This is an optimization exercise on Yosys and OpenROAD, whose aim is small area, a short achievable clock period and few clock cycles per item, not a production implementation. In this exercise RTL edits were held to simulation tests only and were not proved equivalent to the original.

==> design/flow/design.v <==
`timescale 1ns / 1ps
module mod_mul64_module
#(
    parameter A_WIDTH = 64,
    parameter B_WIDTH = 64,
    parameter N_WIDTH = 64
)
(
    input clk,
    input rst,
    input start,
    input [A_WIDTH-1:0] A,
    input [B_WIDTH-1:0] B,
    input [N_WIDTH-1:0] N,
    output [N_WIDTH-1:0] P,
    output done
);
    localparam W = 66;
    localparam IDLE = 3'd0;
    localparam NORM = 3'd1;
    localparam LOOP = 3'd2;
    localparam CONV = 3'd3;
    localparam SHR  = 3'd4;
    reg [2:0] state;
    reg done_reg;
    reg [5:0] sc;
    reg [6:0] cnt;
    reg b_cur;       
    reg b_nxt;       
    reg b_nn;        
    reg md2;         
    reg md1;         
    reg mdh;         
    reg cadd;        
    reg cv;          
    reg q_a1;        
    reg q_a2;        
    reg q_s1;        
    reg q_s2;        
    reg neg;         
    reg [7:0] u4;    
    reg [63:0] n_reg;
    reg [7:0] v2;    
    reg [7:0] v1;    
    reg [7:0] v0;    
    reg [7:0] vm1;   
    reg [4:0] a5;    
    reg [5:0] a15;   
    reg [W-1:0] S, C;
    wire ml = md2;
    wire hold = md1;
    wire [W-1:0] s_in = ({W{md2}} & {S[W-2:0], 1'b0})
                      | ({W{hold}} & S)
                      | ({W{mdh}} & {1'b0, S[W-1:1]});
    wire [W-1:0] c_in = ({W{md2}} & {C[W-2:0], 1'b0})
                      | ({W{hold | mdh}} & C);
    wire [W-1:0] n1 = {2'b00, n_reg};
    wire [W-1:0] n2 = {1'b0, n_reg, 1'b0};
    wire [W-1:0] y = (({W{q_a1 | q_s1}} & n1) | ({W{q_a2 | q_s2}} & n2)) ^ {W{neg}};
    wire [W-1:0] s1 = s_in ^ c_in ^ y;
    wire [W-1:0] maj1 = (s_in & c_in) | (s_in & y) | (c_in & y);
    wire [W-1:0] c1 = {maj1[W-2:0], neg};
    wire xb = ml & b_cur;
    wire [W-1:0] x = {2'b00, {64{xb}} & A};
    wire [W-1:0] s2 = s1 ^ c1 ^ x;
    wire [W-1:0] maj2 = (s1 & c1) | (s1 & x) | (c1 & x);
    wire [W-1:0] c2 = {maj2[W-2:0], 1'b0};
    always @(posedge clk) begin
        S <= s2;
        C <= c2;
    end
    wire [7:0] u1 = S[65:58];
    wire [7:0] u2 = C[65:58];
    wire [7:0] e_s = u1 ^ u2 ^ u4;
    wire [7:0] e_c = {(u1[6:0] & u2[6:0]) | (u1[6:0] & u4[6:0]) | (u2[6:0] & u4[6:0]), 1'b0};
    wire lt2, lt1, lt0, ltm1;
    sign3 u_s2  (.a(e_s), .b(e_c), .k(v2),  .s(lt2));
    sign3 u_s1  (.a(e_s), .b(e_c), .k(v1),  .s(lt1));
    sign3 u_s0  (.a(e_s), .b(e_c), .k(v0),  .s(lt0));
    sign3 u_sm1 (.a(e_s), .b(e_c), .k(vm1), .s(ltm1));
    wire ge2 = !lt2;
    wire ge1 = !lt1;
    wire ge0 = !lt0;
    wire gem1 = !ltm1;
    wire nq_s2 = ge2;
    wire nq_s1 = ge1 & !ge2;
    wire nq_a1 = gem1 & !ge0;
    wire nq_a2 = !gem1;
    wire u4_first = (state == NORM);
    wire [7:0] u4_n = u4_first ? {2'b11, ~n_next[63:58]} :
                      ({8{nq_a1}} & {3'b000, n_reg[63:59]})
                    | ({8{nq_a2}} & {2'b00, n_reg[63:58]})
                    | ({8{nq_s1}} & {3'b111, ~n_reg[63:59]})
                    | ({8{nq_s2}} & {2'b11, ~n_reg[63:58]});
    reg [8:0] cz_grp;
    always @(posedge clk) begin
        cz_grp[0] <= ~|c2[7:0];
        cz_grp[1] <= ~|c2[15:8];
        cz_grp[2] <= ~|c2[23:16];
        cz_grp[3] <= ~|c2[31:24];
        cz_grp[4] <= ~|c2[39:32];
        cz_grp[5] <= ~|c2[47:40];
        cz_grp[6] <= ~|c2[55:48];
        cz_grp[7] <= ~|c2[63:56];
        cz_grp[8] <= ~|c2[W-1:64];
    end
    wire c_zero = &cz_grp;
    wire fin = (state == CONV) && !cadd && c_zero;
    wire done_now = cv && c_zero && !S[W-1];
    wire [6:0] cnt_3 = cnt + 7'd3;
    wire b_n3 = !cnt_3[6] & B[~cnt_3[5:0]];
    wire last = (cnt == {1'b0, sc} + 7'd63);
    wire [63:0] n_next = (state == IDLE) ? N :
                         (state == NORM && !n_reg[63]) ? {n_reg[62:0], 1'b0} : n_reg;
    always @(posedge clk) begin
        u4 <= u4_n;
        n_reg <= n_next;
        a5 <= A[63:59];
        a15 <= a15_n[6:1];
    end
    wire [6:0] a15_n = {2'b00, A[63:59]} + {1'b0, A[63:59], 1'b0};
    wire u3_h = b_nxt;
    wire u3_l = b_nn;
    wire [7:0] u3_n = (u3_h & u3_l) ? {2'b00, a15} :
                      u3_h ? {3'b000, a5} :
                      u3_l ? {4'b0000, a5[4:1]} : 8'd0;
    wire [7:0] fx_n = {5'b00001, n_next[62:60]};
    always @(posedge clk) begin
        v2 <= u3_n;
        v1 <= u3_n + 8'd4;
        v0 <= u3_n + fx_n + 8'd5;
        vm1 <= u3_n + {fx_n[6:0], 1'b0} + 8'd6;
    end
    always @(posedge clk, posedge rst) begin
        if (rst) begin
            state <= IDLE;
            done_reg <= 1'b0;
            sc <= 6'd0;
            cnt <= 7'd0;
            b_cur <= 1'b0;
            b_nxt <= 1'b0;
            b_nn <= 1'b0;
            md2 <= 1'b0;
            md1 <= 1'b1;
            mdh <= 1'b0;
            cadd <= 1'b0;
            cv <= 1'b0;
            q_a1 <= 1'b0;
            q_a2 <= 1'b0;
            q_s1 <= 1'b0;
            q_s2 <= 1'b0;
            neg <= 1'b0;
        end
        else begin
            cadd <= 1'b0;
            cv <= 1'b0;
            md2 <= 1'b0;
            md1 <= 1'b0;
            mdh <= 1'b0;
            q_a1 <= 1'b0;
            q_a2 <= 1'b0;
            q_s1 <= 1'b0;
            q_s2 <= 1'b0;
            neg <= 1'b0;
            case (state)
                IDLE: begin
                    b_nxt <= B[63];
                    b_nn <= B[62];
                    cnt <= 7'd0;
                    sc <= 6'd0;
                    if (start) begin
                        done_reg <= 1'b0;
                        state <= NORM;
                    end
                    else
                        md1 <= 1'b1;
                end
                NORM: begin
                    if (!n_reg[63])
                        sc <= sc + 6'd1;
                    if (n_reg[63] || n_reg[62]) begin
                        b_cur <= b_nxt;
                        b_nxt <= b_nn;
                        b_nn <= B[61];
                        state <= LOOP;
                        md2 <= 1'b1;
                        q_s2 <= 1'b1;
                        neg <= 1'b1;
                    end
                end
                LOOP: begin
                    cnt <= cnt + 7'd1;
                    b_cur <= b_nxt;
                    b_nxt <= b_nn;
                    b_nn <= b_n3;
                    if (last) begin
                        state <= CONV;
                        md1 <= 1'b1;
                        cadd <= 1'b1;
                        q_a1 <= gem1;
                        q_a2 <= !gem1;
                    end
                    else begin
                        md2 <= 1'b1;
                        q_s2 <= nq_s2;
                        q_s1 <= nq_s1;
                        q_a1 <= nq_a1;
                        q_a2 <= nq_a2;
                        neg <= ge1;
                    end
                end
                CONV: begin
                    md1 <= 1'b1;
                    cv <= (sc == 6'd0);
                    if (fin) begin
                        cv <= 1'b0;
                        if (S[W-1]) begin
                            q_a1 <= 1'b1;
                            cadd <= 1'b1;
                        end
                        else if (sc != 6'd0) begin
                            state <= SHR;
                            md1 <= 1'b0;
                            mdh <= 1'b1;
                        end
                        else begin
                            state <= IDLE;
                            done_reg <= 1'b1;
                        end
                    end
                end
                SHR: begin
                    sc <= sc - 6'd1;
                    if (sc == 6'd1) begin
                        state <= IDLE;
                        done_reg <= 1'b1;
                        md1 <= 1'b1;
                    end
                    else
                        mdh <= 1'b1;
                end
                default: state <= IDLE;
            endcase
        end
    end
    assign P = S[63:0];
    assign done = done_reg | done_now;
endmodule
module sign3 (
    input [7:0] a,
    input [7:0] b,
    input [7:0] k,
    output s
);
    wire [7:0] x = a ^ b ^ k;
    wire [7:0] y = {(a[6:0] & b[6:0]) | (a[6:0] & k[6:0]) | (b[6:0] & k[6:0]), 1'b0};
    wire [6:0] g0 = x[6:0] & y[6:0];
    wire [6:0] p0 = x[6:0] ^ y[6:0];
    wire [6:0] g1, p1, g2, p2, g3;
    genvar i;
    generate
        for (i = 0; i < 7; i = i + 1) begin : pf
            if (i < 1) begin : a1
                assign g1[i] = g0[i];
                assign p1[i] = p0[i];
            end else begin : b1
                assign g1[i] = g0[i] | (p0[i] & g0[i-1]);
                assign p1[i] = p0[i] & p0[i-1];
            end
            if (i < 2) begin : a2
                assign g2[i] = g1[i];
                assign p2[i] = p1[i];
            end else begin : b2
                assign g2[i] = g1[i] | (p1[i] & g1[i-2]);
                assign p2[i] = p1[i] & p1[i-2];
            end
            if (i < 4) begin : a3
                assign g3[i] = g2[i];
            end else begin : b3
                assign g3[i] = g2[i] | (p2[i] & g2[i-4]);
            end
        end
    endgenerate
    assign s = x[7] ^ y[7] ^ g3[6];
endmodule
==> design/flow/flow/run.sh <==
#!/bin/bash
# The standard layout (the standard.sh) with two changes:
#  - plain buf_1 cells as the port buffers instead of clkdlybuf4s50_1;
#  - clock tree synthesis without dummy loads (same arguments as the
#    standard flow otherwise).
# The make output goes to standard.log; ORFS keeps each step's log under
# orfs/logs.
set -e
cat >> config.mk <<'CFG'
export BUFFER_PORTS_ARGS = -buffer_cell sky130_fd_sc_hd__buf_1
export CTS_ARGS = -sink_clustering_enable -repair_clock_nets -dont_use_dummy_load -sink_clustering_size 14 -sink_clustering_max_diameter 70 -buf_list {sky130_fd_sc_hd__clkbuf_4 sky130_fd_sc_hd__clkbuf_8}
CFG
bash standard.sh > standard.log 2>&1
==> design/flow/standard.sh <==
#!/bin/bash
# synth_recipe.tcl (not shown) runs the flow's synth.tcl, then flattens the netlist and writes it again
# the make line also repeats each setting of config.mk as NAME=value (left out here)
make -C /OpenROAD-flow-scripts/flow DESIGN_CONFIG=/design/flow/config.mk WORK_HOME=/design/flow/orfs CLKGATE_MAP_FILE= SYNTH_SCRIPT=/design/flow/synth_recipe.tcl "${@:-finish}"
==> design/flow/config.mk <==
export PLATFORM = sky130hd
export DESIGN_NAME = mod_mul64_module
export DESIGN_NICKNAME = mod_mul64_module
export VERILOG_FILES = /design/flow/design.v
export SDC_FILE = /design/flow/constraint.sdc
export NUM_CORES = 4
export LEC_CHECK = 0
export CAP_MARGIN = 20
export CORE_MARGIN = 2
export CORE_UTILIZATION = 40
export CTS_BUF_LIST = sky130_fd_sc_hd__clkbuf_4 sky130_fd_sc_hd__clkbuf_8
export SETUP_SLACK_MARGIN = 3.0
export SLEW_MARGIN = 20
export TNS_END_PERCENT = 10
export BUFFER_PORTS_ARGS = -buffer_cell sky130_fd_sc_hd__buf_1
export CTS_ARGS = -sink_clustering_enable -repair_clock_nets -dont_use_dummy_load -sink_clustering_size 14 -sink_clustering_max_diameter 70 -buf_list {sky130_fd_sc_hd__clkbuf_4 sky130_fd_sc_hd__clkbuf_8}
==> design/flow/constraint.sdc <==
create_clock -name core_clock -period 6.0 [get_ports {clk}]
set_input_delay 1.2000 -clock core_clock [delete_from_list [all_inputs] [get_ports {clk}]]
set_output_delay 1.2000 -clock core_clock [all_outputs]
set_load 0.01 [all_outputs]
==> out/metrics.yaml, run 1 <==
ctsLongestPathBuffers: 3
worstRegToRegCells: 9
seq_cells_post_synth: 276
timing.critical_path.slowest_stage_cell: "sky130_fd_sc_hd__fa_1"
routed_via_density: 5.594
regToRegEndpoint: "cz_grp[4]"
grt_max_degree: 72
grt_pass1_vias: 13790
async_set_or_reset_register_ratio_after_synthesis_pct: 10.87
post-place-cells: 2314
clkTransAtPathRegs_ps: 100
timing.fmax_mhz: 316.1
final-seq-area_um2: 6286
worst_slew_margin_rel_pct: 43.06
max_capacitance_violation_count: 0
path_delay_family: "simple AND/OR/NAND/NOR gates"
worstSetupStartpoint: "q_s2"
synth.distinct_cells: 78
vertical_die_dimension_um: 214.6
wl_per_cell_um: 21.35
route.antenna.remaining_nets: 0
r2r_slack_ps: 2840
ys_dominant_reg_cell: "sky130_fd_sc_hd__dfxtp_1"
run_status: "finished clean"
drc_errors: 0
postRouteWirelength_um: 50680
groute.usage.overall_pct: 21.81
die_area_um2: 46050
post-route-min-period_ps: 3164
layout-drive-gt1-share_pct: 12.94
worst-endpoint-required_ps: 6500
antenna_found_initial: 4
critPathMostFrequentCell: "sky130_fd_sc_hd__fa_1"
firstDrtPassIters: 7
synth.area.top_cells: "sky130_fd_sc_hd__dfxtp_1 21%, sky130_fd_sc_hd__fa_1 18%, sky130_fd_sc_hd__edfxtp_1 9.8%, sky130_fd_sc_hd__a22oi_1 5.5%, sky130_fd_sc_hd__inv_1 4.3%"
num-fill-cells: 4185
finalCritPeriodShare_pct: 52.73
grt-ovfl-total: 0
std_cell_rows: 77
yosysWarningCount: 1
synth-edff-count: 58
setup.worst_path.start_class: "register"
postSynthNetCount: 2031
worstSetupPathDepth: 9
netlist_area_um2: 17740
fin_setup_tns_ps: 0
finalNetCount: 2185
num_vias: 13280
syn2layout_area_growth_pct: 12.62
buffer_ports.inserted: 259
fp.dieW_um: 214.6
cts.root.buffer_cell: "sky130_fd_sc_hd__clkbuf_8"
path_class: "reg -> reg"
hold_viol_final: 0
setup_viol: 0
hold_path.class: "reg -> reg"
most-common-layout-cells: "259 x sky130_fd_sc_hd__buf_1, 200 x sky130_fd_sc_hd__inv_1, 179 x sky130_fd_sc_hd__dfxtp_1"
grt_setup_unrepaired: "true"
cts-htree-levels: 1
cts_made_buffers: 27
coreArea_um2: 44030
grt_first_pass_wirelength_um: 78970
synth_seq_area_share_pct: 35.27
numClockSinks: 276
hpwl_um: 35200
initial_utilization_pct: 40.29
reg2reg_from: "q_s2"
timing.critical_path.fanout_max: 16
syn_avg_cell_area_um2: 10.91
multi_input_comb_area_um2: 10270
final.setup_skew_ps: 93.23
final_cell_count_no_fill: 2374
gp_congestion: 0.8943
crit_chain: "or2_4, buf_12, a22oi_2, xnor2_1, fa_1, inv_1, fa_1, or4_4, nor4b_4"
cpPeakStageDelay_ps: 550
yosysTopAreaCell: "sky130_fd_sc_hd__dfxtp_1"
mostFrequentLayoutCell: "sky130_fd_sc_hd__buf_1"
worstPathBufferInverterCount: 2
worst_setup_path_endpoint: "cz_grp[4]"
tightest_slew_ps: 854.1
cts_tree: "done"
drt_iter0_markers: 1242
final-max-slew-violation-count: 0
largest_register_ff_count: 66
synthCells: 1626
critical_path_arrival_ps: 3670
end_kind: "register"
io-pin-count: 260
synth_top_area_share_pct: 21.21
clock_insertion_delay_worst_skew_ps: 640
## kinds of logic (layout without fill, tap and decap cells)
kind of cell,Yosys count,count (layout),synth area share (%)
other,0,4,0
xor gates and xnor gates,102,102,5.649
muxes,44,44,3.710
DFF,276,276,35.27
buffers and inverters,381,532,9.627
and+or+nand+nor,238,239,7.518
AOI/OAI and AO/OA,375,375,16.64
adders and majority gates,210,210,21.58
## worst reg2reg max path, cell delays in order, from the launching register on
cell and delay (ps):
sky130_fd_sc_hd__dfrtp_1 370, sky130_fd_sc_hd__or2_4 310, sky130_fd_sc_hd__buf_12 180, sky130_fd_sc_hd__a22oi_2 230
sky130_fd_sc_hd__xnor2_1 110, sky130_fd_sc_hd__fa_1 550, sky130_fd_sc_hd__inv_1 50, sky130_fd_sc_hd__fa_1 400
sky130_fd_sc_hd__or4_4 550, sky130_fd_sc_hd__nor4b_4 280
## routing by layer
layer | share of wire [%] | GRT usage, %
met4 | 3.0 | 7.870
met3 | 7.8 | 3.972
met1 | 43 | 29.49
met2 | 46 | 35.12
met5 | 0 | 0
## worst min path at each step
| stage | from | to | depth (start not counted) |
|---|---|---|---|
| after floorplan | a5[0] | vm1[0] | 2 |
| after global placement | a5[0] | vm1[0] | 2 |
| after detailed placement | a5[0] | vm1[0] | 2 |
| after CTS | a5[0] | vm1[0] | 2 |
| after global routing | a5[0] | vm1[0] | 2 |
| final | a5[0] | vm1[0] | 2 |
## area by class of cell
class	instances	area share (%)
Inverter	205	3.933
Timing Repair Buffer	299	7.534
Multi-Input combinational cell	970	51.41
Timing Repair inverter	1	0.04384
Antenna cell	4	0.05010
Tap cell	592	3.707
Sequential cell	276	31.46
Clock buffer	27	1.860
## what timing repair did
item,CTS,global route
resized for setup,84,46
hold buffers,0,0
pin swaps,18,24
setup buffers,10,12
setup endpoints to repair,81,24
cloned,7,0
## metrics by stage
stage          hold WS, ps  utilization [%]  setup WS (ps)  instance area (µm²)
2_1_floorplan        434.6                -           2913                17750
5_1_grt              505.0            45.36           2762                19970
3_3_place_gp         452.5            42.37           2223                18660
3_5_place_dp         464.6            42.37           2089                18660
4_1_cts              476.8            44.63           2855                19650
6_report             469.0            45.38           2836                19980
## synth_stat cells, types with 4 or more instances
cell type,n
sky130_fd_sc_hd__nor3_1,13
sky130_fd_sc_hd__xnor2_1,86
sky130_fd_sc_hd__ha_1,50
sky130_fd_sc_hd__xor2_1,8
sky130_fd_sc_hd__inv_1,204
sky130_fd_sc_hd__a222oi_1,64
sky130_fd_sc_hd__or3_1,5
sky130_fd_sc_hd__a22o_1,61
sky130_fd_sc_hd__a22oi_1,131
sky130_fd_sc_hd__xnor3_1,4
sky130_fd_sc_hd__mux4_2,16
sky130_fd_sc_hd__dfxtp_1,188
sky130_fd_sc_hd__clkbuf_1,80
sky130_fd_sc_hd__nand3_1,10
sky130_fd_sc_hd__nor2_1,45
sky130_fd_sc_hd__or4_1,8
sky130_fd_sc_hd__edfxtp_1,58
sky130_fd_sc_hd__mux2i_1,14
sky130_fd_sc_hd__o21ai_0,30
sky130_fd_sc_hd__nor4b_1,8
sky130_fd_sc_hd__nand2b_1,4
sky130_fd_sc_hd__a21oi_1,32
sky130_fd_sc_hd__a21o_1,9
sky130_fd_sc_hd__a31oi_1,5
sky130_fd_sc_hd__or2_2,6
sky130_fd_sc_hd__fa_1,160
sky130_fd_sc_hd__dfrtp_1,29
sky130_fd_sc_hd__and3_1,59
sky130_fd_sc_hd__buf_1,19
sky130_fd_sc_hd__nand4_1,11
sky130_fd_sc_hd__buf_2,9
sky130_fd_sc_hd__buf_4,65
sky130_fd_sc_hd__mux2_2,13
sky130_fd_sc_hd__nor2b_1,6
sky130_fd_sc_hd__o2111ai_1,5
sky130_fd_sc_hd__nor4_1,4
sky130_fd_sc_hd__o22ai_1,4
sky130_fd_sc_hd__nand2_1,37
sky130_fd_sc_hd__and2_1,8
Testbench counts, summed over its fixed seeds: cycles 14,291, ops 192.
==> run 2, diff against run 1 <==
--- a/design/flow/config.mk
+++ b/design/flow/config.mk
@@ -11,6 +11,6 @@
 export CTS_BUF_LIST = sky130_fd_sc_hd__clkbuf_4 sky130_fd_sc_hd__clkbuf_8
 export SETUP_SLACK_MARGIN = 3.0
 export SLEW_MARGIN = 20
-export TNS_END_PERCENT = 10
+export TNS_END_PERCENT = 30
 export BUFFER_PORTS_ARGS = -buffer_cell sky130_fd_sc_hd__buf_1
 export CTS_ARGS = -sink_clustering_enable -repair_clock_nets -dont_use_dummy_load -sink_clustering_size 14 -sink_clustering_max_diameter 70 -buf_list {sky130_fd_sc_hd__clkbuf_4 sky130_fd_sc_hd__clkbuf_8}
==> run 2 against run 1 <==
Effect of this change:
- via count hardly changed
- cell area is 0.98% higher
- non-clock buffer count unchanged
- fmax is 0.95% higher
- die area unchanged
- register-to-register slack gained 30 ps
- global-route usage is 0.20 points higher
- critical path type unchanged
- critical endpoint is now u4[4]
==> out/metrics.yaml, run 2 <==
num_vias: 13270  # was 13,280
firstDrtPassIters: 10  # was 7
ys_dominant_reg_cell: "sky130_fd_sc_hd__dfxtp_1"  # unchanged
netlist_area_um2: 17740  # unchanged
buffer_ports.inserted: 259  # unchanged
timing.critical_path.slowest_stage_cell: "sky130_fd_sc_hd__fa_2"  # was sky130_fd_sc_hd__fa_1
synth_mux_area_share_pct: 3.710  # unchanged
final.setup_skew_ps: 82.44  # was 93.23 ps
most-common-layout-cells: "259 x sky130_fd_sc_hd__buf_1, 199 x sky130_fd_sc_hd__inv_1, 178 x sky130_fd_sc_hd__dfxtp_1"  # was 259 x sky130_fd_sc_hd__buf_1, 200 x sky130_fd_sc_hd__inv_1, 179 x sky130_fd_sc_hd__dfxtp_1
cts-htree-levels: 1  # unchanged
fin_setup_tns_ps: 0  # unchanged
setup_viol: 0  # unchanged
antenna_found_initial: 4  # unchanged
final_cell_count_no_fill: 2375  # was 2,374
fp.dieW_um: 214.6  # unchanged
area_fraction_in_compound_gates_after_synthesis_pct: 16.64  # unchanged
largest_register_ff_count: 66  # unchanged
worst_slew_margin_rel_pct: 43.48  # was 43.06%
max_capacitance_violation_count: 0  # unchanged
critical_path_arrival_ps: 3670  # about the same
synth_top_family_by_area: "adder cells"  # unchanged
grt_first_pass_wirelength_um: 79670  # was 78,970 µm
end_kind: "register"  # unchanged
numClockSinks: 276  # unchanged
post-route-worst-setup-slack_ps: 2866  # was 2836 ps
timing.fmax_mhz: 319.1  # was 316.1 MHz
coreArea_um2: 44030  # unchanged
synth_seq_area_share_pct: 35.27  # unchanged
postRouteWirelength_um: 51320  # was 50,680 µm
area_share_of_and_or_nand_nor_cells_after_synthesis_pct: 7.518  # unchanged
post-route-util_pct: 45.82  # was 45.38%
finalCritPeriodShare_pct: 52.23  # was 52.73%
crit_chain: "fa_2, buf_6, fa_1, ha_4, a21o_1, a21o_1, nor3_4, o22ai_4, mux2_4, a31oi_1"  # was or2_4, buf_12, a22oi_2, xnor2_1, fa_1, inv_1, fa_1, or4_4, nor4b_4
mostFrequentLayoutCell: "sky130_fd_sc_hd__buf_1"  # unchanged
critPathMostFrequentCell: "sky130_fd_sc_hd__a21o_1"  # was sky130_fd_sc_hd__fa_1
cpPeakStageDelay_ps: 540  # was 550 ps
synth_top_area_share_pct: 21.21  # unchanged
cts.root.buffer_cell: "sky130_fd_sc_hd__clkbuf_8"  # unchanged
hold_path.class: "reg -> reg"  # unchanged
seq_cells_post_synth: 276  # unchanged
tightest_slew_ps: 847.8  # was 854.1 ps
groute.usage.overall_pct: 22.01  # was 21.81%
dominant_cell_by_count_in_the_synthesized_netlist: "sky130_fd_sc_hd__inv_1"  # unchanged
die_area_um2: 46050  # unchanged
vertical_die_dimension_um: 214.6  # unchanged
grt_setup_unrepaired: "true"  # unchanged
worstPathBufferInverterCount: 1  # was 2
synth_common_cells: "204 x sky130_fd_sc_hd__inv_1, 188 x sky130_fd_sc_hd__dfxtp_1, 160 x sky130_fd_sc_hd__fa_1, 131 x sky130_fd_sc_hd__a22oi_1, 86 x sky130_fd_sc_hd__xnor2_1"  # unchanged
timing.critical_path.fanout_max: 5  # was 16
io-pin-count: 260  # unchanged
synthXorXnorAreaFrac_pct: 5.649  # unchanged
post_synth_fa_ha_maj_area_fraction_pct: 21.58  # unchanged
initial_utilization_pct: 40.29  # unchanged
layout-drive-gt1-share_pct: 14.68  # was 12.94%
cts_tree: "done"  # unchanged
worst-endpoint-required_ps: 6530  # was 6500 ps
routed_via_density: 5.588  # was 5.594
cts.hold.buffers_added: 0  # unchanged
ctsLongestPathBuffers: 3  # unchanged
hpwl_um: 35200  # unchanged
grt_pass1_vias: 13880  # was 13,790
hold_viol_final: 0  # unchanged
synth-edff-count: 58  # unchanged
post-route-min-period_ps: 3134  # was 3164 ps
grt-ovfl-total: 0  # unchanged
yosysTopAreaCell: "sky130_fd_sc_hd__dfxtp_1"  # unchanged
synthCells: 1626  # unchanged
final-max-slew-violation-count: 0  # unchanged
yosysWarningCount: 1  # unchanged
clock_insertion_delay_worst_skew_ps: 630  # was 640 ps
run_status: "finished clean"  # unchanged
drc_errors: 0  # unchanged
clkTransAtPathRegs_ps: 100  # about the same
synth.distinct_cells: 78  # unchanged
finalNetCount: 2185  # unchanged
wl_per_cell_um: 21.61  # was 21.35 µm
synth.area.top_cells: "sky130_fd_sc_hd__dfxtp_1 21%, sky130_fd_sc_hd__fa_1 18%, sky130_fd_sc_hd__edfxtp_1 9.8%, sky130_fd_sc_hd__a22oi_1 5.5%, sky130_fd_sc_hd__inv_1 4.3%"  # unchanged
post-place-cells: 2314  # unchanged
cts_made_buffers: 27  # unchanged
grt_max_degree: 72  # unchanged
setup.worst_path.start_class: "register"  # unchanged
gp_congestion: 0.8943  # unchanged
async_set_or_reset_register_ratio_after_synthesis_pct: 10.87  # unchanged
path_class: "reg -> reg"  # unchanged
path_delay_family: "adder cells"  # was simple AND/OR/NAND/NOR gates
route.antenna.remaining_nets: 0  # unchanged
syn_avg_cell_area_um2: 10.91  # unchanged
drt_iter0_markers: 1255  # was 1,242
minimum_setup_slack_after_placement_ps: 2089  # unchanged
postSynthNetCount: 2031  # unchanged
std_cell_rows: 77  # unchanged
syn2layout_area_growth_pct: 13.72  # was 12.62%
[run 2: area by class of cell]
cell class | instances | area, µm²
fillers | 4172 | 23850
repair inverters | 1 | 8.758
multi-input cells | 970 | 10430
well taps | 592 | 740.7
diodes | 5 | 12.51
flip-flops and latches | 276 | 6290
inverters | 205 | 788.3
clock buffers | 27 | 371.6
repair buffers | 299 | 1539
[run 2: tightest hold or removal path, cell delays in order (launching register included)]
cell and delay [ps]:
sky130_fd_sc_hd__dfxtp_1 320, sky130_fd_sc_hd__a22oi_1 80, sky130_fd_sc_hd__inv_1 60
[run 2: logic make-up (layout without fill, tap and decap cells)]
family,count (synthesis),in the layout
AOI/OAI and AO/OA,375,375
and+or+nand+nor,238,239
muxes,44,44
other,0,5
xor gates and xnor gates,102,102
adders and majority gates,210,210
buffers and inverters,381,532
DFF,276,276
[run 2: what timing repair did]
action,in CTS,in global routing
pin swaps,35,32
endpoints found under the setup margin,81,23
setup buffers,16,4
resized for setup,123,47
cloned,7,2
[run 2: path summary, 6_finish.rpt]
path                             from  cells past startpoint     end  slack, ps
worst min register to register  a5[0]                      2  vm1[0]        470
worst min-delay path            a5[0]                      2  vm1[0]        470
worst max-delay path            C[62]                     10   u4[4]       2870
min in group asynchronous         rst                      3  cnt[0]        640
max in group asynchronous         rst                      3  cnt[1]       4950
worst max register to register  C[62]                     10   u4[4]       2870
[run 2: per-stage QoR]
step                cell area [µm²]  hold slack (ps)
CTS                           19870            476.8
detailed placement            18660            464.6
global route                  20170            505.0
finish                        20180            469.9
global placement              18660            452.5
floorplan                     17750            434.6
[run 2: metal layers]
metal / wire (µm) / share of wire [%] / vias up / global-route usage, %
met2: 23900 / 47 / 593 / 35.76
met4: 1601 / 3.1 / 0 / 7.569
met1: 21640 / 42 / 6558 / 29.56
met3: 4188 / 8.2 / 88 / 4.113
li1: - / - / 6032 / -
met5: 0 / 0 / - / 0
==> run 3, diff against run 2 <==
--- a/design/flow/config.mk
+++ b/design/flow/config.mk
@@ -11,6 +11,6 @@
 export CTS_BUF_LIST = sky130_fd_sc_hd__clkbuf_4 sky130_fd_sc_hd__clkbuf_8
 export SETUP_SLACK_MARGIN = 3.0
 export SLEW_MARGIN = 20
-export TNS_END_PERCENT = 30
+export TNS_END_PERCENT = 3
 export BUFFER_PORTS_ARGS = -buffer_cell sky130_fd_sc_hd__buf_1
 export CTS_ARGS = -sink_clustering_enable -repair_clock_nets -dont_use_dummy_load -sink_clustering_size 14 -sink_clustering_max_diameter 70 -buf_list {sky130_fd_sc_hd__clkbuf_4 sky130_fd_sc_hd__clkbuf_8}
==> run 3 against run 2 <==
Effect of this change:
- fmax down 0.90%
- critical path depth down 1
- via count down 0.30%
- hold slack worse by 0.70 ps
- first-iteration DRC count up 8.3%
==> out/metrics.yaml, run 3 <==
largest_register_ff_count: 66  # unchanged
end_kind: "register"  # unchanged
std_cell_rows: 77  # unchanged
numClockSinks: 276  # unchanged
dominant_cell_by_count_in_the_synthesized_netlist: "sky130_fd_sc_hd__inv_1"  # unchanged
synthXorXnorAreaFrac_pct: 5.649  # unchanged
drc_errors: 0  # unchanged
postSynthNetCount: 2031  # unchanged
post_synth_fa_ha_maj_area_fraction_pct: 21.58  # unchanged
finalCritPeriodShare_pct: 52.71  # was 52.23%
grt_first_pass_wirelength_um: 78980  # was 79,670 µm
io-pin-count: 260  # unchanged
synth_common_cells: "204 x sky130_fd_sc_hd__inv_1, 188 x sky130_fd_sc_hd__dfxtp_1, 160 x sky130_fd_sc_hd__fa_1, 131 x sky130_fd_sc_hd__a22oi_1, 86 x sky130_fd_sc_hd__xnor2_1"  # unchanged
most-common-layout-cells: "259 x sky130_fd_sc_hd__buf_1, 200 x sky130_fd_sc_hd__inv_1, 179 x sky130_fd_sc_hd__dfxtp_1"  # was 259 x sky130_fd_sc_hd__buf_1, 199 x sky130_fd_sc_hd__inv_1, 178 x sky130_fd_sc_hd__dfxtp_1
cts.root.buffer_cell: "sky130_fd_sc_hd__clkbuf_8"  # unchanged
path_delay_family: "simple AND/OR/NAND/NOR gates"  # was adder cells
final_cell_count_no_fill: 2373  # was 2,375
syn_avg_cell_area_um2: 10.91  # unchanged
seq_cells_post_synth: 276  # unchanged
hold_viol_final: 0  # unchanged
clkTransAtPathRegs_ps: 100  # about the same
ys_dominant_reg_cell: "sky130_fd_sc_hd__dfxtp_1"  # unchanged
num_vias: 13230  # was 13,270
die_area_um2: 46050  # unchanged
num-fill-cells: 4182  # was 4,172
postRouteWirelength_um: 50540  # was 51,320 µm
worst_slew_margin_rel_pct: 43.98  # was 43.48%
drt_iter0_markers: 1359  # was 1,255
firstDrtPassIters: 9  # was 10
async_set_or_reset_register_ratio_after_synthesis_pct: 10.87  # unchanged
hold_path.class: "reg -> reg"  # unchanged
fp.dieW_um: 214.6  # unchanged
ctsLongestPathBuffers: 3  # unchanged
synth_top_family_by_area: "adder cells"  # unchanged
synth-edff-count: 58  # unchanged
setup.worst_path.start_class: "register"  # unchanged
worstRegToRegCells: 9  # was 10
reg2reg_from: "q_s2"  # was C[62]
area_fraction_in_compound_gates_after_synthesis_pct: 16.64  # unchanged
yosysWarningCount: 1  # unchanged
cts_tree: "done"  # unchanged
mostFrequentLayoutCell: "sky130_fd_sc_hd__buf_1"  # unchanged
cts-htree-levels: 1  # unchanged
clock_insertion_delay_worst_skew_ps: 630  # about the same
max_capacitance_violation_count: 0  # unchanged
worstSetupPathDepth: 9  # was 10
synth_mux_area_share_pct: 3.710  # unchanged
groute.usage.overall_pct: 21.81  # was 22.01%
final-max-slew-violation-count: 0  # unchanged
tightest_slew_ps: 840.2  # was 847.8 ps
critical_path_arrival_ps: 3660  # was 3670 ps
worst-endpoint-required_ps: 6500  # was 6530 ps
critPathMostFrequentCell: "sky130_fd_sc_hd__fa_1"  # was sky130_fd_sc_hd__a21o_1
hpwl_um: 35200  # unchanged
grt_pass1_vias: 13790  # was 13,880
timing.critical_path.slowest_stage_cell: "sky130_fd_sc_hd__fa_1"  # was sky130_fd_sc_hd__fa_2
cts.hold.buffers_added: 0  # unchanged
synth.distinct_cells: 78  # unchanged
grt-ovfl-total: 0  # unchanged
cpPeakStageDelay_ps: 550  # was 540 ps
timing.critical_path.fanout_max: 16  # was 5
cts_made_buffers: 27  # unchanged
area_share_of_and_or_nand_nor_cells_after_synthesis_pct: 7.518  # unchanged
syn2layout_area_growth_pct: 12.62  # was 13.72%
antenna_found_initial: 4  # unchanged
yosysTopAreaCell: "sky130_fd_sc_hd__dfxtp_1"  # unchanged
gp_congestion: 0.8943  # unchanged
synth_seq_area_share_pct: 35.27  # unchanged
netlist_area_um2: 17740  # unchanged
synth_top_area_share_pct: 21.21  # unchanged
post-place-cells: 2314  # unchanged
layout-drive-gt1-share_pct: 12.82  # was 14.68%
holdCritStartpoint: "a5[0]"  # unchanged
final.setup_skew_ps: 91.04  # was 82.44 ps
wl_per_cell_um: 21.30  # was 21.61 µm
buffer_ports.inserted: 259  # unchanged
route.antenna.remaining_nets: 0  # unchanged
setup_viol: 0  # unchanged
timing.fmax_mhz: 316.2  # was 319.1 MHz
coreArea_um2: 44030  # unchanged
worstSetupStartpoint: "q_s2"  # was C[62]
post-route-min-period_ps: 3162  # was 3134 ps
synth.area.top_cells: "sky130_fd_sc_hd__dfxtp_1 21%, sky130_fd_sc_hd__fa_1 18%, sky130_fd_sc_hd__edfxtp_1 9.8%, sky130_fd_sc_hd__a22oi_1 5.5%, sky130_fd_sc_hd__inv_1 4.3%"  # unchanged
worstPathBufferInverterCount: 2  # was 1
fin_setup_tns_ps: 0  # unchanged
vertical_die_dimension_um: 214.6  # unchanged
crit_chain: "or2_4, buf_12, a22oi_2, xnor2_1, fa_1, inv_1, fa_1, or4_4, nor4b_4"  # was fa_2, buf_6, fa_1, ha_4, a21o_1, a21o_1, nor3_4, o22ai_4, mux2_4, a31oi_1
grt_max_degree: 72  # unchanged
run_status: "finished clean"  # unchanged
routed_via_density: 5.576  # was 5.588
synthCells: 1626  # unchanged
hold-path-cell-count: 2  # unchanged
grt_setup_unrepaired: "true"  # unchanged
finalNetCount: 2185  # unchanged
initial_utilization_pct: 40.29  # unchanged
path_class: "reg -> reg"  # unchanged
## run 3: cell counts after synthesis
Identical to the previous run, type by type.
## run 3: metrics by stage
stage                     utilization [%]  worst slack (ps)  area (µm²)  hold WS, ps
after detailed placement            42.37              2089       18660        464.6
final                               45.38              2838       19980        469.2
after floorplan                         -              2913       17750        434.6
after CTS                           44.60              2855       19640        476.8
after global placement              42.37              2223       18660        452.5
after global routing                45.37              2762       19970        505.0
## run 3: path summary, 6_finish.rpt
path	endpoint	slack, ps
setup reg to reg	cz_grp[4]	2840
hold reg to reg	vm1[0]	470
setup / recovery	cz_grp[4]	2840
hold / removal	vm1[0]	470
max in group asynchronous	cnt[1]	4950
min in group asynchronous	b_nn	640
## run 3: metal layers
layer | vias up | part of all wire, % | GRT usage [%]
li1 | 6024 | - | -
met1 | 6558 | 43 | 29.48
met2 | 561 | 46 | 35.04
met3 | 88 | 8.0 | 4.071
met4 | 0 | 3.1 | 7.870
met5 | - | 0 | 0
## run 3: final cells by class
cell class                 count  area [µm²]  share of cell area [%]
timing repair buffer         299        1505                   7.534
timing repair inverter         1       8.758                 0.04384
inverter                     205       785.8                   3.933
multi-input combinational    970       10280                   51.43
antenna                        3       7.507                 0.03758
tap                          592       740.7                   3.707
sequential                   276        6284                   31.45
clock buffer                  27       371.6                   1.860
## run 3: what timing repair did
action                     4_1_cts  5_1_grt
buffers inserted                10       12
pin swaps                       18       24
setup endpoints to repair       81       24
gates resized for setup         80       48
gates cloned                     7        0
## run 3: logic make-up (layout without fill, tap and decap cells)
| kind of cell | Yosys count | count (layout) |
|---|---|---|
| fa+ha+maj | 210 | 210 |
| other cells | 0 | 3 |
| xor+xnor | 102 | 102 |
| simple gates | 238 | 239 |
| flops | 276 | 276 |
| compound gates | 375 | 375 |
| mux | 44 | 44 |
| buf+inv | 381 | 532 |
## run 3: tightest hold or removal path, delay by kind of cell (launching register included)
kind                   cells  cell delay (ps)
AOI/OAI and AO/OA          1               80
buffers and inverters      1               60
DFF                        1              320
==> run 4, diff against run 3 <==
--- a/design/flow/config.mk
+++ b/design/flow/config.mk
@@ -11,6 +11,5 @@
 export CTS_BUF_LIST = sky130_fd_sc_hd__clkbuf_4 sky130_fd_sc_hd__clkbuf_8
 export SETUP_SLACK_MARGIN = 3.0
 export SLEW_MARGIN = 20
-export TNS_END_PERCENT = 3
 export BUFFER_PORTS_ARGS = -buffer_cell sky130_fd_sc_hd__buf_1
 export CTS_ARGS = -sink_clustering_enable -repair_clock_nets -dont_use_dummy_load -sink_clustering_size 14 -sink_clustering_max_diameter 70 -buf_list {sky130_fd_sc_hd__clkbuf_4 sky130_fd_sc_hd__clkbuf_8}
==> run 4 against run 3 <==
Effect of this change:
- highest routed layer is now met5
- still clean on timing, DRC and antenna
- critical endpoint is now u4[2]
- count of clock-buffer cells in the layout down 1
- flip-flop and latch count is the same
- area after synthesis unchanged
- hold slack better by 4.3 ps
- cell area is 2.3% higher
- global-route usage down 0.46 points
- sequential share of layout area down 0.60 points
- core utilization up 1.0 points
- worst setup slack improved by 47 ps
- die area stayed put
==> out/metrics.yaml, run 4 <==
synthCells: 1626  # unchanged
hold_path.class: "reg -> reg"  # unchanged
run_status: "finished clean"  # unchanged
setup.worst_path.start_class: "register"  # unchanged
cpPeakStageDelay_ps: 610  # was 550 ps
clkTransAtPathRegs_ps: 100  # about the same
hold_viol_final: 0  # unchanged
synthXorXnorAreaFrac_pct: 5.649  # unchanged
grt_pass1_vias: 13630  # was 13,790
most-common-layout-cells: "258 x sky130_fd_sc_hd__buf_1, 201 x sky130_fd_sc_hd__inv_1, 174 x sky130_fd_sc_hd__dfxtp_1"  # was 259 x sky130_fd_sc_hd__buf_1, 200 x sky130_fd_sc_hd__inv_1, 179 x sky130_fd_sc_hd__dfxtp_1
worstPathBufferInverterCount: 0  # was 2
vertical_die_dimension_um: 214.6  # unchanged
postSynthNetCount: 2031  # unchanged
groute.usage.overall_pct: 21.35  # was 21.81%
firstDrtPassIters: 7  # was 9
yosysWarningCount: 1  # unchanged
netlist_area_um2: 17740  # unchanged
synth_common_cells: "204 x sky130_fd_sc_hd__inv_1, 188 x sky130_fd_sc_hd__dfxtp_1, 160 x sky130_fd_sc_hd__fa_1, 131 x sky130_fd_sc_hd__a22oi_1, 86 x sky130_fd_sc_hd__xnor2_1"  # unchanged
dominant_cell_by_count_in_the_synthesized_netlist: "sky130_fd_sc_hd__inv_1"  # unchanged
wl_per_cell_um: 21.23  # was 21.30 µm
placed_area_um2: 18660  # about the same
hpwl_um: 34800  # was 35,200 µm
synth-edff-count: 58  # unchanged
coreArea_um2: 44030  # unchanged
cts_made_buffers: 26  # was 27
buffer_ports.inserted: 259  # unchanged
area_fraction_in_compound_gates_after_synthesis_pct: 16.64  # unchanged
gp_congestion: 0.8684  # was 0.8943
tightest_slew_ps: 1126  # was 840.2 ps
layout-drive-gt1-share_pct: 16.80  # was 12.82%
critical_path_arrival_ps: 3620  # was 3660 ps
ctsLongestPathBuffers: 3  # unchanged
postRouteWirelength_um: 50830  # was 50,540 µm
fin_setup_tns_ps: 0  # unchanged
area_share_of_and_or_nand_nor_cells_after_synthesis_pct: 7.518  # unchanged
syn2layout_area_growth_pct: 15.21  # was 12.62%
grt_max_degree: 69  # was 72
cts_tree: "done"  # unchanged
largest_register_ff_count: 66  # unchanged
synth_seq_area_share_pct: 35.27  # unchanged
synth_mux_area_share_pct: 3.710  # unchanged
cts.hold.buffers_added: 0  # unchanged
syn_avg_cell_area_um2: 10.91  # unchanged
routed_via_density: 5.620  # was 5.576
end_kind: "register"  # unchanged
crit_chain: "fa_2, fa_1, ha_4, a21oi_2, o221ai_2, a211oi_2, o22ai_2, mux2_4, a31oi_1"  # was or2_4, buf_12, a22oi_2, xnor2_1, fa_1, inv_1, fa_1, or4_4, nor4b_4
path_delay_family: "adder cells"  # was simple AND/OR/NAND/NOR gates
route.antenna.remaining_nets: 0  # unchanged
fp.dieW_um: 214.6  # unchanged
synth_top_area_share_pct: 21.21  # unchanged
io-pin-count: 260  # unchanged
drc_errors: 0  # unchanged
numClockSinks: 276  # unchanged
grt_setup_unrepaired: "true"  # unchanged
antenna_found_initial: 3  # was 4
timing.critical_path.slowest_stage_cell: "sky130_fd_sc_hd__fa_1"  # unchanged
max_capacitance_violation_count: 0  # unchanged
die_area_um2: 46050  # unchanged
num-fill-cells: 4124  # was 4,182
synth.area.top_cells: "sky130_fd_sc_hd__dfxtp_1 21%, sky130_fd_sc_hd__fa_1 18%, sky130_fd_sc_hd__edfxtp_1 9.8%, sky130_fd_sc_hd__a22oi_1 5.5%, sky130_fd_sc_hd__inv_1 4.3%"  # unchanged
post_synth_fa_ha_maj_area_fraction_pct: 21.58  # unchanged
timing.fmax_mhz: 321.0  # was 316.2 MHz
seq_cells_post_synth: 276  # unchanged
finalCritPeriodShare_pct: 51.92  # was 52.71%
worst-endpoint-required_ps: 6500  # about the same
cts.root.buffer_cell: "sky130_fd_sc_hd__clkbuf_8"  # unchanged
clock_insertion_delay_worst_skew_ps: 600  # was 630 ps
cts-htree-levels: 1  # unchanged
path_class: "reg -> reg"  # unchanged
ys_dominant_reg_cell: "sky130_fd_sc_hd__dfxtp_1"  # unchanged
final_cell_area_um2: 20440  # was 19,980 µm²
mostFrequentLayoutCell: "sky130_fd_sc_hd__buf_1"  # unchanged
grt-ovfl-total: 0  # unchanged
finalNetCount: 2205  # was 2,185
synth.distinct_cells: 78  # unchanged
final-max-slew-violation-count: 0  # unchanged
num_vias: 13460  # was 13,230
initial_utilization_pct: 40.29  # unchanged
async_set_or_reset_register_ratio_after_synthesis_pct: 10.87  # unchanged
post-route-min-period_ps: 3115  # was 3162 ps
setup_viol: 0  # unchanged
yosysTopAreaCell: "sky130_fd_sc_hd__dfxtp_1"  # unchanged
drt_iter0_markers: 1200  # was 1,359
timing.critical_path.fanout_max: 5  # was 16
final.setup_skew_ps: 63.72  # was 91.04 ps
synth_top_family_by_area: "adder cells"  # unchanged
worst_slew_margin_rel_pct: 24.90  # was 43.98%
grt_first_pass_wirelength_um: 77760  # was 78,980 µm
std_cell_rows: 77  # unchanged
-- run 4: what timing repair did --
action                                  4_1_cts  5_1_grt
endpoints found under the setup margin      117       56
pin swaps                                    39       42
setup buffers                                28       12
resized for setup                           125       72
gates cloned                                  8        3
-- run 4: final cells by class --
| type | count | area [µm²] | area share [%] |
|---|---|---|---|
| diodes | 4 | 10.01 | 0.04897 |
| well taps | 592 | 740.7 | 3.624 |
| multi-input cells | 975 | 10610 | 51.91 |
| repair inverters | 1 | 8.758 | 0.04285 |
| clock buffers | 26 | 357.8 | 1.751 |
| inverters | 205 | 788.3 | 3.857 |
| repair buffers | 315 | 1618 | 7.915 |
| flip-flops and latches | 276 | 6306 | 30.85 |
-- run 4: layer usage --
layer / routed length [µm] / vias up / GRT usage [%] / share of wire [%]
met5: 13 / - / 0 / 0.026
met4: 1411 / 2 / 6.250 / 2.8
met1: 22270 / 6799 / 28.96 / 44
met3: 3300 / 71 / 3.376 / 6.5
li1: - / 6065 / - / -
met2: 23840 / 518 / 35.34 / 47
-- run 4: worst reg2reg max path, cell delays in order (launching register included) --
cell                       delay, ps
sky130_fd_sc_hd__dfxtp_1         430
sky130_fd_sc_hd__fa_2            540
sky130_fd_sc_hd__fa_1            610
sky130_fd_sc_hd__ha_4            220
sky130_fd_sc_hd__a21oi_2         180
sky130_fd_sc_hd__o221ai_2        120
sky130_fd_sc_hd__a211oi_2        340
sky130_fd_sc_hd__o22ai_2         160
sky130_fd_sc_hd__mux2_4          290
sky130_fd_sc_hd__a31oi_1         180
-- run 4: metrics by stage --
step / hold WS [ps] / util (%) / worst slack, ps / cells
after global routing: 519.6 / 46.41 / 2800 / 2391
final: 473.5 / 46.42 / 2885 / 2394
after global placement: 471.5 / 42.39 / 2197 / 2313
after CTS: 474.1 / 45.29 / 2945 / 2375
after floorplan: 434.6 / - / 2985 / 1626
after detailed placement: 478.3 / 42.39 / 2031 / 2313
-- run 4: worst paths after layout --
path | end | start | slack [ps] | cells past startpoint
max | u4[2] | C[62] | 2880 | 9
min | v0[6] | a15[5] | 470 | 2
max reg2reg | u4[2] | C[62] | 2880 | 9
min reg2reg | v0[6] | a15[5] | 470 | 2
max in group asynchronous | cnt[0] | rst | 4940 | 3
min in group asynchronous | neg | rst | 680 | 3
-- run 4: logic make-up after synthesis --
family	Yosys count
AO/OA/AOI/OAI	375
XOR/XNOR	102
adder cells (fa/ha/maj)	210
buffers and inverters	381
flip-flops	276
multiplexers	44
AND/OR/NAND/NOR	238
==> run 5, diff against run 4 <==
--- a/design/flow/config.mk
+++ b/design/flow/config.mk
@@ -9,7 +9,8 @@
 export CORE_MARGIN = 2
 export CORE_UTILIZATION = 40
 export CTS_BUF_LIST = sky130_fd_sc_hd__clkbuf_4 sky130_fd_sc_hd__clkbuf_8
-export SETUP_SLACK_MARGIN = 3.0
+export SETUP_SLACK_MARGIN = 3.4
 export SLEW_MARGIN = 20
+export TNS_END_PERCENT = 10
 export BUFFER_PORTS_ARGS = -buffer_cell sky130_fd_sc_hd__buf_1
 export CTS_ARGS = -sink_clustering_enable -repair_clock_nets -dont_use_dummy_load -sink_clustering_size 14 -sink_clustering_max_diameter 70 -buf_list {sky130_fd_sc_hd__clkbuf_4 sky130_fd_sc_hd__clkbuf_8}
==> run 5 against run 4 <==
Effect of this change:
- still clean on timing, DRC and antenna
- critical path depth unchanged
- routed wire length up 2.0%
- die area did not move
- final cell count hardly changed
- flip-flop and latch count unchanged
- count of clock-buffer cells in the layout rose by 1
- first-iteration DRC count increased by 7.8%
- fmax increased by 0.24%
- highest routed layer is now met4
==> out/metrics.yaml, run 5 <==
num_vias: 13420  # was 13,460
vertical_die_dimension_um: 214.6  # unchanged
syn2layout_area_growth_pct: 15.33  # was 15.21%
fp.dieW_um: 214.6  # unchanged
synth_common_cells: "204 x sky130_fd_sc_hd__inv_1, 188 x sky130_fd_sc_hd__dfxtp_1, 160 x sky130_fd_sc_hd__fa_1, 131 x sky130_fd_sc_hd__a22oi_1, 86 x sky130_fd_sc_hd__xnor2_1"  # unchanged
cts-htree-levels: 1  # unchanged
finalNetCount: 2204  # was 2,205
synth-edff-count: 58  # unchanged
final_cell_count_no_fill: 2392  # was 2,394
coreArea_um2: 44030  # unchanged
wl_per_cell_um: 21.67  # was 21.23 µm
antenna_found_initial: 4  # was 3
grt_max_degree: 72  # was 69
dominant_cell_by_count_in_the_synthesized_netlist: "sky130_fd_sc_hd__inv_1"  # unchanged
holdCritStartpoint: "a5[0]"  # was a15[5]
route.antenna.remaining_nets: 0  # unchanged
buffer_ports.inserted: 259  # unchanged
grt_pass1_vias: 13930  # was 13,630
ys_dominant_reg_cell: "sky130_fd_sc_hd__dfxtp_1"  # unchanged
hold-path-cell-count: 2  # unchanged
fin_setup_tns_ps: 0  # unchanged
routed_via_density: 5.610  # was 5.620
post-route-util_pct: 46.47  # was 46.42%
yosysTopAreaCell: "sky130_fd_sc_hd__dfxtp_1"  # unchanged
drc_errors: 0  # unchanged
ctsLongestPathBuffers: 3  # unchanged
grt_first_pass_wirelength_um: 80030  # was 77,760 µm
synth_seq_area_share_pct: 35.27  # unchanged
reg2reg_from: "q_s1"  # was C[62]
layout-drive-gt1-share_pct: 16.86  # was 16.80%
std_cell_rows: 77  # unchanged
gp_congestion: 0.8943  # was 0.8684
cts.root.buffer_cell: "sky130_fd_sc_hd__clkbuf_8"  # unchanged
die_area_um2: 46050  # unchanged
syn_avg_cell_area_um2: 10.91  # unchanged
postRouteWirelength_um: 51820  # was 50,830 µm
postSynthNetCount: 2031  # unchanged
worst_slew_margin_rel_pct: 40.88  # was 24.90%
max_capacitance_violation_count: 0  # unchanged
min_to: "vm1[0]"  # was v0[6]
largest_register_ff_count: 66  # unchanged
clock_insertion_delay_worst_skew_ps: 630  # was 600 ps
firstDrtPassIters: 8  # was 7
synth.distinct_cells: 78  # unchanged
seq_cells_post_synth: 276  # unchanged
drt_iter0_markers: 1293  # was 1,200
final.hold.worst_slack_ps: 470.2  # was 473.5 ps
grt_setup_unrepaired: "true"  # unchanged
regToRegEndpoint: "cz_grp[1]"  # was u4[2]
mostFrequentLayoutCell: "sky130_fd_sc_hd__buf_1"  # unchanged
cts_tree: "done"  # unchanged
setup.worst_path.start_class: "register"  # unchanged
synth.area.top_cells: "sky130_fd_sc_hd__dfxtp_1 21%, sky130_fd_sc_hd__fa_1 18%, sky130_fd_sc_hd__edfxtp_1 9.8%, sky130_fd_sc_hd__a22oi_1 5.5%, sky130_fd_sc_hd__inv_1 4.3%"  # unchanged
groute.usage.overall_pct: 22.10  # was 21.35%
timing.critical_path.fanout_max: 12  # was 5
num-fill-cells: 4130  # was 4,124
run_status: "finished clean"  # unchanged
final.setup_skew_ps: 81.66  # was 63.72 ps
finalCritPeriodShare_pct: 51.80  # was 51.92%
timing.fmax_mhz: 321.7  # was 321.0 MHz
netlist_area_um2: 17740  # unchanged
hold_path.class: "reg -> reg"  # unchanged
post-place-cells: 2314  # was 2,313
hold_viol_final: 0  # unchanged
tightest_slew_ps: 877.5  # was 1126 ps
worstRegToRegCells: 9  # unchanged
critical_path_arrival_ps: 3640  # was 3620 ps
end_kind: "register"  # unchanged
numClockSinks: 276  # unchanged
yosysWarningCount: 1  # unchanged
grt-ovfl-total: 0  # unchanged
hpwl_um: 35200  # was 34,800 µm
most-common-layout-cells: "258 x sky130_fd_sc_hd__buf_1, 197 x sky130_fd_sc_hd__inv_1, 171 x sky130_fd_sc_hd__dfxtp_1"  # was 258 x sky130_fd_sc_hd__buf_1, 201 x sky130_fd_sc_hd__inv_1, 174 x sky130_fd_sc_hd__dfxtp_1
clkTransAtPathRegs_ps: 100  # about the same
final-max-slew-violation-count: 0  # unchanged
setup_viol: 0  # unchanged
worst-endpoint-required_ps: 6530  # was 6500 ps
initial_utilization_pct: 40.29  # unchanged
async_set_or_reset_register_ratio_after_synthesis_pct: 10.87  # unchanged
path_class: "reg -> reg"  # unchanged
synth_top_area_share_pct: 21.21  # unchanged
synthCells: 1626  # unchanged
post-route-min-period_ps: 3108  # was 3115 ps
cts_made_buffers: 27  # was 26
r2r_slack_ps: 2890  # was 2880 ps
io-pin-count: 260  # unchanged
==> run 5: cell type report <==
class | count | area [µm²] | area share, %
sequential | 276 | 6302 | 30.80
antenna | 3 | 7.507 | 0.03669
timing repair inverter | 1 | 8.758 | 0.04281
multi-input combinational | 970 | 10530 | 51.46
tap | 592 | 740.7 | 3.620
inverter | 205 | 792.0 | 3.871
clock buffer | 27 | 371.6 | 1.816
timing repair buffer | 318 | 1708 | 8.347
==> run 5: cells by family after synthesis <==
group	Yosys count	share of synthesized area (%)
AO/OA/AOI/OAI	375	16.64
XOR/XNOR	102	5.649
adder cells (fa/ha/maj)	210	21.58
buffers and inverters	381	9.627
flip-flops	276	35.27
multiplexers	44	3.710
AND/OR/NAND/NOR	238	7.518
==> run 5: how the worst max path moves through the flow <==
stage | startpoint | to | slack (ps) | cells after the start
global placement | neg | cz_grp[3] | 2220 | 7
floorplan | q_s2 | cz_grp[7] | 2910 | 10
global route | q_s1 | cz_grp[6] | 2790 | 9
detailed placement | neg | cz_grp[5] | 2090 | 8
CTS | q_a1 | cz_grp[3] | 2860 | 9
finish | q_s1 | cz_grp[1] | 2890 | 9
==> run 5: worst max-delay path: stages, from the launching register on <==
cell and delay, ps:
sky130_fd_sc_hd__dfrtp_1 400, sky130_fd_sc_hd__or2_4 310, sky130_fd_sc_hd__buf_8 180, sky130_fd_sc_hd__a22oi_1 190, sky130_fd_sc_hd__xnor2_1 130, sky130_fd_sc_hd__fa_1 540
sky130_fd_sc_hd__inv_1 50, sky130_fd_sc_hd__fa_1 410, sky130_fd_sc_hd__or4_1 550, sky130_fd_sc_hd__nor4b_2 250
==> run 5: metrics by stage <==
step / worst slack [ps] / area, µm²
floorplan: 2913 / 17750
global placement: 2223 / 18660
detailed placement: 2089 / 18660
CTS: 2860 / 20050
global route: 2793 / 20460
finish: 2892 / 20460
==> run 5: per-layer routing <==
layer | vias up | share of wire [%] | global-route usage (%)
met5 | - | 0 | 0
met4 | 0 | 3.2 | 7.731
met3 | 88 | 8.1 | 4.085
met2 | 610 | 46 | 35.89
met1 | 6661 | 43 | 29.69
li1 | 6059 | - | -
==> run 5: repair_timing <==
action / in CTS / in global routing
gates cloned: 7 / 2
hold buffers: 0 / 0
pin swaps: 41 / 32
gates resized for setup: 143 / 63
endpoints found under the hold margin: 0 / 0
setup endpoints to repair: 224 / 126
setup buffers: 30 / 9
==> run 6, diff against run 5 <==
--- a/design/flow/flow/run.sh
+++ b/design/flow/flow/run.sh
@@ -1,8 +1,8 @@
 #!/bin/bash
 # The standard layout (the standard.sh) with two changes:
 #  - plain buf_1 cells as the port buffers instead of clkdlybuf4s50_1;
-#  - clock tree synthesis without dummy loads (same arguments as the
-#    standard flow otherwise).
+#  - clock tree synthesis without dummy loads, with sink clusters of at most
+#    14 flip-flops within 70 um (the standard flow's arguments otherwise).
 # The make output goes to standard.log; ORFS keeps each step's log under
 # orfs/logs.
 set -e
--- a/design/flow/config.mk
+++ b/design/flow/config.mk
@@ -9,8 +9,8 @@
 export CORE_MARGIN = 2
 export CORE_UTILIZATION = 40
 export CTS_BUF_LIST = sky130_fd_sc_hd__clkbuf_4 sky130_fd_sc_hd__clkbuf_8
-export SETUP_SLACK_MARGIN = 3.4
+export SETUP_SLACK_MARGIN = 3.0
 export SLEW_MARGIN = 20
-export TNS_END_PERCENT = 10
+export TNS_END_PERCENT = 3
 export BUFFER_PORTS_ARGS = -buffer_cell sky130_fd_sc_hd__buf_1
 export CTS_ARGS = -sink_clustering_enable -repair_clock_nets -dont_use_dummy_load -sink_clustering_size 14 -sink_clustering_max_diameter 70 -buf_list {sky130_fd_sc_hd__clkbuf_4 sky130_fd_sc_hd__clkbuf_8}
==> run 6 against run 5 <==
Effect of this change:
- hold slack worse by 1.0 ps
- register-to-register slack worse by 50 ps
- core utilization shrank 1.1 points
- die area unchanged
- count of clock-buffer cells in the layout unchanged
- sequential share of layout area increased by 0.65 points
- cell area decreased by 2.4%
- flip-flop and latch count is the same
- fmax decreased by 1.7%
- final cell count shrank 0.79%
==> out/metrics.yaml, run 6 <==
path_class: "reg -> reg"  # unchanged
clkTransAtPathRegs_ps: 100  # about the same
cts.hold.buffers_added: 0  # unchanged
final.setup_skew_ps: 91.04  # was 81.66 ps
firstDrtPassIters: 9  # was 8
hold_path.class: "reg -> reg"  # unchanged
finalCritPeriodShare_pct: 52.71  # was 51.80%
postSynthNetCount: 2031  # unchanged
wl_per_cell_um: 21.30  # was 21.67 µm
synth_top_family_by_area: "adder cells"  # unchanged
synth_seq_area_share_pct: 35.27  # unchanged
numClockSinks: 276  # unchanged
layout-drive-gt1-share_pct: 12.82  # was 16.86%
yosysTopAreaCell: "sky130_fd_sc_hd__dfxtp_1"  # unchanged
finalNetCount: 2185  # was 2,204
synth.area.top_cells: "sky130_fd_sc_hd__dfxtp_1 21%, sky130_fd_sc_hd__fa_1 18%, sky130_fd_sc_hd__edfxtp_1 9.8%, sky130_fd_sc_hd__a22oi_1 5.5%, sky130_fd_sc_hd__inv_1 4.3%"  # unchanged
drt_iter0_markers: 1359  # was 1,293
synth_top_area_share_pct: 21.21  # unchanged
worst-endpoint-required_ps: 6500  # was 6530 ps
buffer_ports.inserted: 259  # unchanged
area_fraction_in_compound_gates_after_synthesis_pct: 16.64  # unchanged
gp_congestion: 0.8943  # unchanged
routed_via_density: 5.576  # was 5.610
route.antenna.remaining_nets: 0  # unchanged
syn_avg_cell_area_um2: 10.91  # unchanged
grt_pass1_vias: 13790  # was 13,930
run_status: "finished clean"  # unchanged
area_share_of_and_or_nand_nor_cells_after_synthesis_pct: 7.518  # unchanged
synth.distinct_cells: 78  # unchanged
end_kind: "register"  # unchanged
dominant_cell_by_count_in_the_synthesized_netlist: "sky130_fd_sc_hd__inv_1"  # unchanged
io-pin-count: 260  # unchanged
fp.dieW_um: 214.6  # unchanged
grt_max_degree: 72  # unchanged
synth-edff-count: 58  # unchanged
max_capacitance_violation_count: 0  # unchanged
tightest_slew_ps: 840.2  # was 877.5 ps
yosysWarningCount: 1  # unchanged
synthXorXnorAreaFrac_pct: 5.649  # unchanged
synth_mux_area_share_pct: 3.710  # unchanged
coreArea_um2: 44030  # unchanged
hold_viol_final: 0  # unchanged
clock_insertion_delay_worst_skew_ps: 630  # about the same
final-max-slew-violation-count: 0  # unchanged
die_area_um2: 46050  # unchanged
grt_first_pass_wirelength_um: 78980  # was 80,030 µm
cts_made_buffers: 27  # unchanged
netlist_area_um2: 17740  # unchanged
most-common-layout-cells: "259 x sky130_fd_sc_hd__buf_1, 200 x sky130_fd_sc_hd__inv_1, 179 x sky130_fd_sc_hd__dfxtp_1"  # was 258 x sky130_fd_sc_hd__buf_1, 197 x sky130_fd_sc_hd__inv_1, 171 x sky130_fd_sc_hd__dfxtp_1
syn2layout_area_growth_pct: 12.62  # was 15.33%
setup.worst_path.start_class: "register"  # unchanged
grt_setup_unrepaired: "true"  # unchanged
seq_cells_post_synth: 276  # unchanged
worst_slew_margin_rel_pct: 43.98  # was 40.88%
vertical_die_dimension_um: 214.6  # unchanged
post_synth_fa_ha_maj_area_fraction_pct: 21.58  # unchanged
largest_register_ff_count: 66  # unchanged
drc_errors: 0  # unchanged
hpwl_um: 35200  # unchanged
ys_dominant_reg_cell: "sky130_fd_sc_hd__dfxtp_1"  # unchanged
initial_utilization_pct: 40.29  # unchanged
postRouteWirelength_um: 50540  # was 51,820 µm
timing.critical_path.fanout_max: 16  # was 12
groute.usage.overall_pct: 21.81  # was 22.10%
[run 6: logic make-up after synthesis]
group,after synthesis
XOR/XNOR,102
multiplexers,44
AO/OA/AOI/OAI,375
buffers and inverters,381
AND/OR/NAND/NOR,238
adder cells (fa/ha/maj),210
flip-flops,276
[run 6: routing by layer]
metal	GRT usage (%)	share of wire, %
met4	7.870	3.1
met5	0	0
met2	35.04	46
met3	4.071	8.0
met1	29.48	43
[run 6: what timing repair did]
item	CTS	global route
gates resized for setup	80	48
setup endpoints to repair	81	24
pin swaps	18	24
gates cloned	7	0
setup buffers	10	12
[run 6: critical path, cell delays in order, from the launching register on]
cell and delay (ps):
sky130_fd_sc_hd__dfrtp_1 370, sky130_fd_sc_hd__or2_4 310, sky130_fd_sc_hd__buf_12 180, sky130_fd_sc_hd__a22oi_2 210, sky130_fd_sc_hd__xnor2_1 110, sky130_fd_sc_hd__fa_1 550, sky130_fd_sc_hd__inv_1 50, sky130_fd_sc_hd__fa_1 400
sky130_fd_sc_hd__or4_4 550, sky130_fd_sc_hd__nor4b_4 280
[run 6: area by class of cell]
class | count | area, µm²
repair inverters | 1 | 8.758
multi-input cells | 970 | 10280
diodes | 3 | 7.507
well taps | 592 | 740.7
flip-flops and latches | 276 | 6284
fillers | 4182 | 24050
inverters | 205 | 785.8
repair buffers | 299 | 1505
clock buffers | 27 | 371.6
[run 6: path summary, 6_finish.rpt]
path | start | endpoint | slack [ps] | cells past startpoint
min in group asynchronous | rst | b_nn | 640 | 3
max in group asynchronous | rst | cnt[1] | 4950 | 3
worst min register to register | a5[0] | vm1[0] | 470 | 2
worst max-delay path | q_s2 | cz_grp[4] | 2840 | 9
worst max register to register | q_s2 | cz_grp[4] | 2840 | 9
worst min-delay path | a5[0] | vm1[0] | 470 | 2
[run 6: per-stage QoR]
step           instances  utilization [%]  instance area [µm²]  hold slack [ps]
2_1_floorplan       1626                -                17750            434.6
3_3_place_gp        2314            42.37                18660            452.5
3_5_place_dp        2314            42.37                18660            464.6
4_1_cts             2358            44.60                19640            476.8
5_1_grt             2371            45.37                19970            505.0
6_report            2373            45.38                19980            469.2

-- port drivers added, routing unchanged --
No port has a modelled driver above. Below, the same layouts with a new extraction and two added sets of constraints.
Step 1, drivers: a clkbuf_16 drives clk and a buf_2 each remaining input, both assumed.
Step 2 moves the port delays by t, midway between the first and last clock arrival at a register: inputs arrive t later, outputs are due t later. That takes back most of the time a late clock gives input paths.
a / b / c = ideal / step 1 / step 2; a / b = the first two.
run	t, ns	setup slack, ns	cell pins on the clock port's net
run 1	0.639	2.836 / 2.814 / 2.836	1
run 2	0.636	2.866 / 2.852 / 2.866	1
run 3	0.639	2.838 / 2.820 / 2.838	1
run 4	0.625	2.885 / 2.885 / 2.885	1
run 5	0.639	2.892 / 2.892 / 2.892	1
run 6	0.639	2.838 / 2.820 / 2.838	1
After both steps every run listed still meets setup and hold.
